What follows belongs to an exercise in optimizing a design on an open flow for small area; a production flow would make more cautious choices. Function not checked in this run: the RTL went through the layout flow alone. No activity file was given, so power comes from the tool's default toggle rates.

--- flow/design.v ---
module UART_SYS
(
 input   wire                          CLK,
 input   wire                          RST_N,
 input   wire                          UART_RX_IN,
 output  wire                          UART_TX_O,
 output  reg                           parity_error,
 output  reg                           framing_error
);
reg  [6:0]  pos;
wire        tick = &pos[3:0];
wire        wrap = &pos;
reg         clr;             
always @(posedge CLK or negedge RST_N)
  if (!RST_N) begin
    pos <= 7'd32;
    clr <= 1'b1;
  end else begin
    pos <= wrap ? 7'd32 : pos + 7'd1;
    if (wrap) clr <= 1'b0;
  end
reg        act;
reg  [3:0] ph, bc;
reg  [7:0] rxd;
reg        rpar;
wire       last = act && (ph == 4'd15);
wire       rxv  = last && (bc == 4'd10) && UART_RX_IN && !parity_error;
always @(posedge CLK or negedge RST_N)
  if (!RST_N) begin
    act <= 1'b0;
    parity_error  <= 1'b0;
    framing_error <= 1'b0;
  end else begin
    if (!act) begin
      if (!UART_RX_IN) act <= 1'b1;
    end else if (ph == 4'd15) begin
      if (bc == 4'd0 && UART_RX_IN) act <= 1'b0;
      if (bc == 4'd9) parity_error <= rpar ^ UART_RX_IN;
      if (bc == 4'd10) begin
        framing_error <= !UART_RX_IN;
        act <= 1'b0;
      end
    end
  end
always @(posedge CLK)
  if (!act) begin
    ph   <= 4'd1;
    bc   <= 4'd0;
    rpar <= 1'b0;
  end else begin
    ph <= ph + 4'd1;
    if (ph == 4'd15) bc <= bc + 4'd1;
    if (ph == 4'd15 && bc != 4'd0 && bc <= 4'd8) begin
      rxd  <= {UART_RX_IN, rxd[7:1]};
      rpar <= rpar ^ UART_RX_IN;
    end
  end
localparam [2:0] S_IDLE = 3'd0, S_AA1 = 3'd1, S_AA2 = 3'd2, S_BB1 = 3'd3,
                 S_CC1  = 3'd4, S_CC2 = 3'd5, S_FN  = 3'd6;
localparam [1:0] E_IDLE = 2'd0, E_WR = 2'd1, E_RD = 2'd2, E_STEP = 2'd3;
reg  [2:0]  ps;
reg  [1:0]  es;
reg  [3:0]  arg;
reg  [7:0]  ra, rb;           
reg  [15:0] P;
reg  [2:0]  cnt;
reg         arm;
reg  [3:0]  tb;               
reg         req, hi, tpar;
reg         c, z;
reg  [95:0] ring;
wire [7:0]  H = P[15:8];
wire [7:0]  L = P[7:0];
wire [3:0]  fn = rxd[3:0];
wire        do_wr  = rxv && ps == S_AA2;               
wire        do_rd  = rxv && ps == S_BB1;               
wire        do_alu = rxv && ps == S_FN;                
wire        ringst = es == E_WR || es == E_RD;
wire        match  = pos[6:3] == arg;
wire        xfer   = ringst && arm && match;
always @(posedge CLK or negedge RST_N)
  if (!RST_N)
    ps <= S_IDLE;
  else if (rxv)
    case (ps)
      S_IDLE: ps <= (rxd == 8'hAA) ? S_AA1 :
                    (rxd == 8'hBB) ? S_BB1 :
                    (rxd == 8'hCC) ? S_CC1 :
                    (rxd == 8'hDD) ? S_FN  : S_IDLE;
      S_AA1:  ps <= S_AA2;
      S_CC1:  ps <= S_CC2;
      S_CC2:  ps <= S_FN;
      default: ps <= S_IDLE;
    endcase
always @(posedge CLK) begin
  if (rxv && (ps == S_AA1 || ps == S_BB1 || ps == S_FN))
    arg <= fn;
  if (clr || (rxv && (ps == S_CC1 || (ps == S_AA2 && arg == 4'd0))))
    ra <= clr ? 8'd0 : rxd;
  if (clr || (rxv && (ps == S_CC2 || (ps == S_AA2 && arg == 4'd1))))
    rb <= clr ? 8'd0 : rxd;
end
wire        step  = es == E_STEP;
wire        mulst = step && arg == 4'd2;
wire        divst = step && arg == 4'd3;
wire        last7 = cnt == 3'd7;
wire [7:0]  ax = divst ? {H[6:0], L[7]} : H;
wire [7:0]  ay = divst ? ~rb : (mulst && L[0]) ? ra : 8'd0;
wire [8:0]  asum = {1'b0, ax} + {1'b0, ay} + {8'd0, divst};
wire [7:0]  s  = asum[7:0];
wire        co = asum[8];
wire        ge = H[7] | co;
wire        sa  = H[0];
wire        sb  = L[0];
wire        sbx = (arg == 4'd0) ? sb : !sb;           
wire        cn  = (arg == 4'd14) ? sa : ((sa & sbx) | (sa & c) | (sbx & c));
wire        zn  = z & !(sa ^ sb);
reg         fb;
always @(*)
  case (arg)
    4'd0, 4'd1: fb = sa ^ sbx ^ c;
    4'd4:  fb = sa & sb;
    4'd5:  fb = sa | sb;
    4'd6:  fb = !(sa & sb);
    4'd7:  fb = !(sa | sb);
    4'd8:  fb = sa ^ sb;
    4'd9:  fb = !(sa ^ sb);
    4'd13: fb = H[1];
    4'd14: fb = c;
    default: fb = 1'b0;
  endcase
reg  [7:0]  hip;         
always @(*)
  case (arg)
    4'd0, 4'd14: hip = {7'd0, cn};
    4'd1:        hip = {8{!cn}};
    4'd6, 4'd7, 4'd9: hip = 8'hFF;
    default:     hip = 8'h00;
  endcase
reg  [7:0]  rdc;
always @(*)
  case (fn[1:0])
    2'd0: rdc = ra;
    2'd1: rdc = rb;
    2'd2: rdc = 8'h41;
    default: rdc = 8'h10;
  endcase
wire        txdata = (tb >= 4'd2) && (tb <= 4'd9);
wire        txnext = tick && (tb == 4'd0 || tb == 4'd11);
always @(posedge CLK or negedge RST_N)
  if (!RST_N) begin
    es  <= E_IDLE;
    arm <= 1'b0;
    req <= 1'b0;
    hi  <= 1'b0;
  end else begin
    arm <= ringst && (arm || pos[2:0] == 3'd7);
    if (txnext) begin
      if (req)     req <= 1'b0;
      else if (hi) hi  <= 1'b0;
    end
    if (do_wr && arg[3:2] != 2'b00) es <= E_WR;
    if (do_rd) begin
      if (fn[3:2] != 2'b00) es  <= E_RD;
      else                  req <= 1'b1;
    end
    if (do_alu) es <= E_STEP;
    if (xfer && pos[2:0] == 3'd7) begin
      es  <= E_IDLE;
      if (es == E_RD) req <= 1'b1;
    end
    if (step && last7) begin
      es  <= E_IDLE;
      req <= 1'b1;
      hi  <= 1'b1;
    end
  end
always @(posedge CLK) begin
  if (step) cnt <= cnt + 3'd1;
  else      cnt <= 3'd0;
  if (do_alu) begin
    c <= (fn == 4'd0 || fn == 4'd14) ? 1'b0 : 1'b1;
    z <= 1'b1;
  end else if (step) begin
    c <= cn;
    z <= zn;
  end
end
always @(posedge CLK) begin
  if (do_wr)
    P[7:0] <= rxd;
  else if (do_rd)
    P[7:0] <= rdc;
  else if (do_alu)
    P <= {(fn[3:1] == 3'd1) ? 8'd0 : ra, (fn == 4'd3) ? ra : rb};
  else if (divst) begin
    if (last7) begin
      P[15:8] <= 8'd0;
      P[7:0]  <= (rb == 8'd0) ? 8'd0 : {L[6:0], ge};
    end else begin
      P[15:8] <= ge ? s : ax;
      P[7:0]  <= {L[6:0], ge};
    end
  end else if (step && !mulst) begin
    P[15:8] <= last7 ? hip : {1'b0, H[7:1]};
    if (last7 && arg == 4'd10)      P[7:0] <= {7'd0, zn};
    else if (last7 && arg == 4'd11) P[7:0] <= {6'd0, cn & !zn, 1'b0};
    else if (last7 && arg == 4'd12) P[7:0] <= {6'd0, !cn, !cn};
    else                            P[7:0] <= {fb, L[7:1]};
  end else if (mulst || xfer || (tick && txdata))
    P <= {co, s[7:1], xfer ? ring[0] : s[0], L[7:1]};
end
always @(posedge CLK)
  ring <= {clr ? 1'b0 : (xfer && es == E_WR) ? L[0] : ring[0], ring[95:1]};
always @(posedge CLK or negedge RST_N)
  if (!RST_N)
    tb <= 4'd0;
  else if (tick) begin
    if (tb == 4'd0 || tb == 4'd11)
      tb <= (req || hi) ? 4'd1 : 4'd0;
    else
      tb <= tb + 4'd1;
  end
always @(posedge CLK)
  if (tick) begin
    if (tb == 4'd1) tpar <= 1'b0;
    else if (txdata) tpar <= tpar ^ P[0];
  end
assign UART_TX_O = (tb == 4'd1) ? 1'b0 :
                   txdata       ? P[0] :
                   (tb == 4'd10) ? tpar : 1'b1;
endmodule
--- flow/run.sh ---
#!/bin/bash
# synth_recipe.tcl (not shown) runs the flow's synth.tcl, then flattens the netlist and writes it again
# the make line also repeats each setting of config.mk as NAME=value (left out here)
make -C /OpenROAD-flow-scripts/flow DESIGN_CONFIG=/design/flow/config.mk WORK_HOME=/design/flow/orfs CLKGATE_MAP_FILE= SYNTH_SCRIPT=/design/flow/synth_recipe.tcl finish
--- flow/config.mk ---
export PLATFORM = sky130hd
export DESIGN_NAME = UART_SYS
export DESIGN_NICKNAME = UART_SYS
export VERILOG_FILES = /design/flow/design.v
export SDC_FILE = /design/flow/constraint.sdc
export NUM_CORES = 4
export LEC_CHECK = 0
export ABC_AREA = 1
export CAP_MARGIN = 20
export CORE_MARGIN = 2
export CORE_UTILIZATION = 40
export CTS_BUF_LIST = sky130_fd_sc_hd__clkbuf_4 sky130_fd_sc_hd__clkbuf_8
export SLEW_MARGIN = 20
--- flow/constraint.sdc ---
create_clock -name core_clock -period 32.0 [get_ports {CLK}]
set_input_delay 6.4000 -clock core_clock [delete_from_list [all_inputs] [get_ports {CLK}]]
set_output_delay 6.4000 -clock core_clock [all_outputs]
set_load 0.01 [all_outputs]
==> impl_metrics.json <==
{
  "status": "no timing/DRC/antenna violations",
  "dp_hpwl_um": 11100,
  "cts_resized": 0,
  "grt_pass1_vias": 4956,
  "synth_cells": 800,
  "synth_warnings": 1,
  "cts_buffers": 17,
  "crit_required_ns": 25.60,
  "hold_buffers": 0,
  "insertion_delay_ns": 0.45,
  "cap_viol_max_count": 0,
  "die_x_um": 140,
  "start_kind": "flip-flop",
  "synth_cell_types": 53,
  "crit_type": "flip-flop to output port",
  "grt_usage_pct": 16.2,
  "rr_startpoint": "arg[0]",
  "cp-startpoint": "tb[1]",
  "place_congestion": 0.849,
  "final_cell_mix": "nand2_1, dfxtp_1, inv_1",
  "fin_ws_ns": 23.05,
  "syn_to_final_growth_pct": 8.93,
  "grt_pass1_wl_um": 25200,
  "clk_pin_slew_ns": 0.09,
  "ff2ff_setup_slack_ns": 27.74,
  "die_area_sq_um": 19700,
  "grt_start_max_net_pins": 36,
  "setup_viol": 0,
  "rows": 49,
  "clock_path_buffers": 2,
  "skew_ns": 0.0119,
  "synth_flop_cell": "dfxtp_1",
  "ant_nets": 0,
  "synth_edf_count": 46,
  "antenna_found_initial": 0,
  "stdcell_area_sq_um": 8100,
  "syn_avg_cell_area_sq_um": 9.29,
  "floorplan.die.height_um": 140,
  "drive_above_1_share_pct": 9.67,
  "ios": 6,
  "power_density_nw_per_um2": 51.9,
  "drc": 0,
  "max_freq_ghz": 0.112,
  "cts_root_buf": "clkbuf_8",
  "p_leak_nw": 3.63,
  "drtPass1Iterations": 5,
  "vdd_ir_drop_max_mv": 0.0504,
  "rsz0062_at_grt": "false",
  "gr-total-overflow": 0,
  "r2r_end": "P[10]",
  "via_per_inst": 4.98,
  "critical_path.max_fanout": 4,
  "detail_route.iter0.violations": 401,
  "tns_ns": 0,
  "syn_area_sq_um": 7440,
  "fin_crit_sh_pct": 28.0,
  "r2r_cells": 20,
  "layout_commonest_cell": "nand2_1",
  "fp.coreArea_sq_um": 18100,
  "ys_seq_elements": 178,
  "final_max_slew_viol_count": 0,
  "hold_path_class": "flip-flop to flip-flop",
  "critPathArrivalTime_ns": 2.55,
  "cp-endpoint": "UART_TX_O",
  "routed_wirelength_um": 15100,
  "max_slew_margin_pct": 44.6,
  "final_hold_viol_count": 0,
  "dpl_cell_area_sq_um": 7720,
  "cts.sinks": 178,
  "portBuffers": 5,
  "hold_depth": 0,
  "ys_seq_area_share_pct": 55.7,
  "cts_tree": "done",
  "diodes": 0,
  "synthArstFlopShare_pct": 12.9,
  "period_minus_slack_ns": 8.95,
  "final_nets": 846,
  "syn_nets": 831,
  "end_kind": "output port",
  "post_drt_wl_per_cell_um": 14.3,
  "worstMarginPinSlew_ns": 0.832,
  "start_util_pct": 41.1,
  "htreeDepth": 4,
  "cts_setup_buffers": 0,
  "vias": 5259,
  "dpl_worst_slack_ns": 23.06
}
## Yosys cell counts, types with 3 or more instances
| master | count | area share [%] |
|---|---|---|
| a21oi_1 | 39 | 2.6 |
| a22oi_2 | 3 | 0.50 |
| a31oi_1 | 4 | 0.34 |
| buf_2 | 5 | 0.34 |
| dfrtp_1 | 21 | 7.1 |
| dfxtp_1 | 109 | 29 |
| edfxtp_1 | 46 | 19 |
| fa_1 | 3 | 0.81 |
| ha_1 | 25 | 4.2 |
| inv_1 | 90 | 4.5 |
| inv_2 | 11 | 0.56 |
| nand2_1 | 177 | 8.9 |
| nand2_2 | 4 | 0.34 |
| nand3_1 | 38 | 2.6 |
| nand3_2 | 4 | 0.54 |
| nand3_4 | 3 | 0.71 |
| nand4_1 | 10 | 0.84 |
| nor2_1 | 58 | 2.9 |
| nor2_4 | 7 | 1.1 |
| nor3_1 | 12 | 0.81 |
| nor4_1 | 5 | 0.42 |
| o2111ai_1 | 3 | 0.35 |
| o211ai_1 | 13 | 1.3 |
| o21a_1 | 3 | 0.30 |
| o21ai_0 | 54 | 3.6 |
| o22ai_1 | 11 | 0.93 |
| xnor2_1 | 5 | 0.59 |
| xor2_1 | 3 | 0.35 |
## worst max-delay path, stage by stage (launching register included)
cell and delay, ns:
dfrtp_1 0.42, inv_1 0.13, ha_1 0.16, inv_1 0.05, nand2_1 0.06, a21oi_1 0.06
a31oi_1 0.40, nor4_1 0.09, a211oi_1 0.18, clkdlybuf4s50_1 0.57
## how the worst min path moves through the flow
stage | end | startpoint | slack, ns
6_report | ring[16] | ring[17] | 0.32
5_1_grt | ring[93] | ring[94] | 0.33
4_1_cts | ring[93] | ring[94] | 0.33
3_3_place_gp | ring[35] | ring[36] | 0.31
3_5_place_dp | ring[48] | ring[49] | 0.31
2_1_floorplan | ring[0] | ring[1] | 0.31
## area by class of cell
type	instances	area (sq um)
fillers	1713	9990
well taps	229	287
multi-input cells	507	2840
clock inverters	9	96.3
repair buffers	7	60.1
inverters	104	395
clock buffers	22	284
flip-flops and latches	178	4140
## kinds of logic after synthesis
family                   Yosys count  synth area share, %
AND/OR/NAND/NOR                  329                 20.9
flip-flops                       178                 55.7
AO/OA/AOI/OAI                    142                 11.3
buffers and inverters            115                 6.16
adder cells (fa/ha/maj)           28                 5.01
XOR/XNOR                           8                0.942
## routing by layer
layer / track usage (%) / vias up / wire length (um)
met2: 23.8 / 150 / 6390
met1: 23.5 / 2394 / 7600
li1: - / 2692 / -
met4: 5.53 / 0 / 272
met3: 3.66 / 23 / 851
met5: 0 / - / 0
## where the power goes
group	leakage [nW]	total [W]	internal (W)	switching (W)
Clock	0.195	0.000147	0.0000691	0.0000776
Sequential	1.56	0.000246	0.000239	0.00000658
Combinational	1.87	0.0000276	0.00000948	0.0000181
Total	3.63	0.000420	0.000318	0.000102
## metrics by stage
step | hold WS [ns] | total power, W | cells | util [%]
finish | 0.323 | 0.000420 | 1056 | 44.8
global placement | 0.311 | 0.000279 | 1025 | 42.7
detailed placement | 0.312 | 0.000279 | 1025 | 42.7
global route | 0.328 | 0.000440 | 1056 | 44.8
floorplan | 0.310 | 0.000270 | 800 | -
CTS | 0.325 | 0.000425 | 1056 | 44.8
## sequential cells by signal (all words and copies together) (netlist names), 7 cells and up
| name | flops |
|---|---|
| rb | 8 |
| P | 16 |
| pos | 7 |
| rxd | 8 |
| ring | 96 |
| ra | 8 |

==> what the ideal ports hide <==
In the flow no input, the clock included, has a driving cell. The finished layout below was timed again as built, in two steps. Step 1: set_driving_cell puts a clkbuf_16 on CLK and a buf_2 on each other input, an assumption about the parent block. Step 2, shift: input delay + t, output delay - t, t = (earliest + latest rising clock arrival at the registers) / 2. This alone moves slack from input paths to output paths. Three values: ideal, step 1, step 2; two values: the first two.
t (ns): 0.480
setup slack, ns: 23.047 / 23.009 / 23.096
slew at the worst register clock pin (ns): 0.09 / 0.09
After both steps setup and hold are still met in this run. For this run, drivers alone change the setup slack by -0.038 ns; drivers and shift together by +0.049 ns.
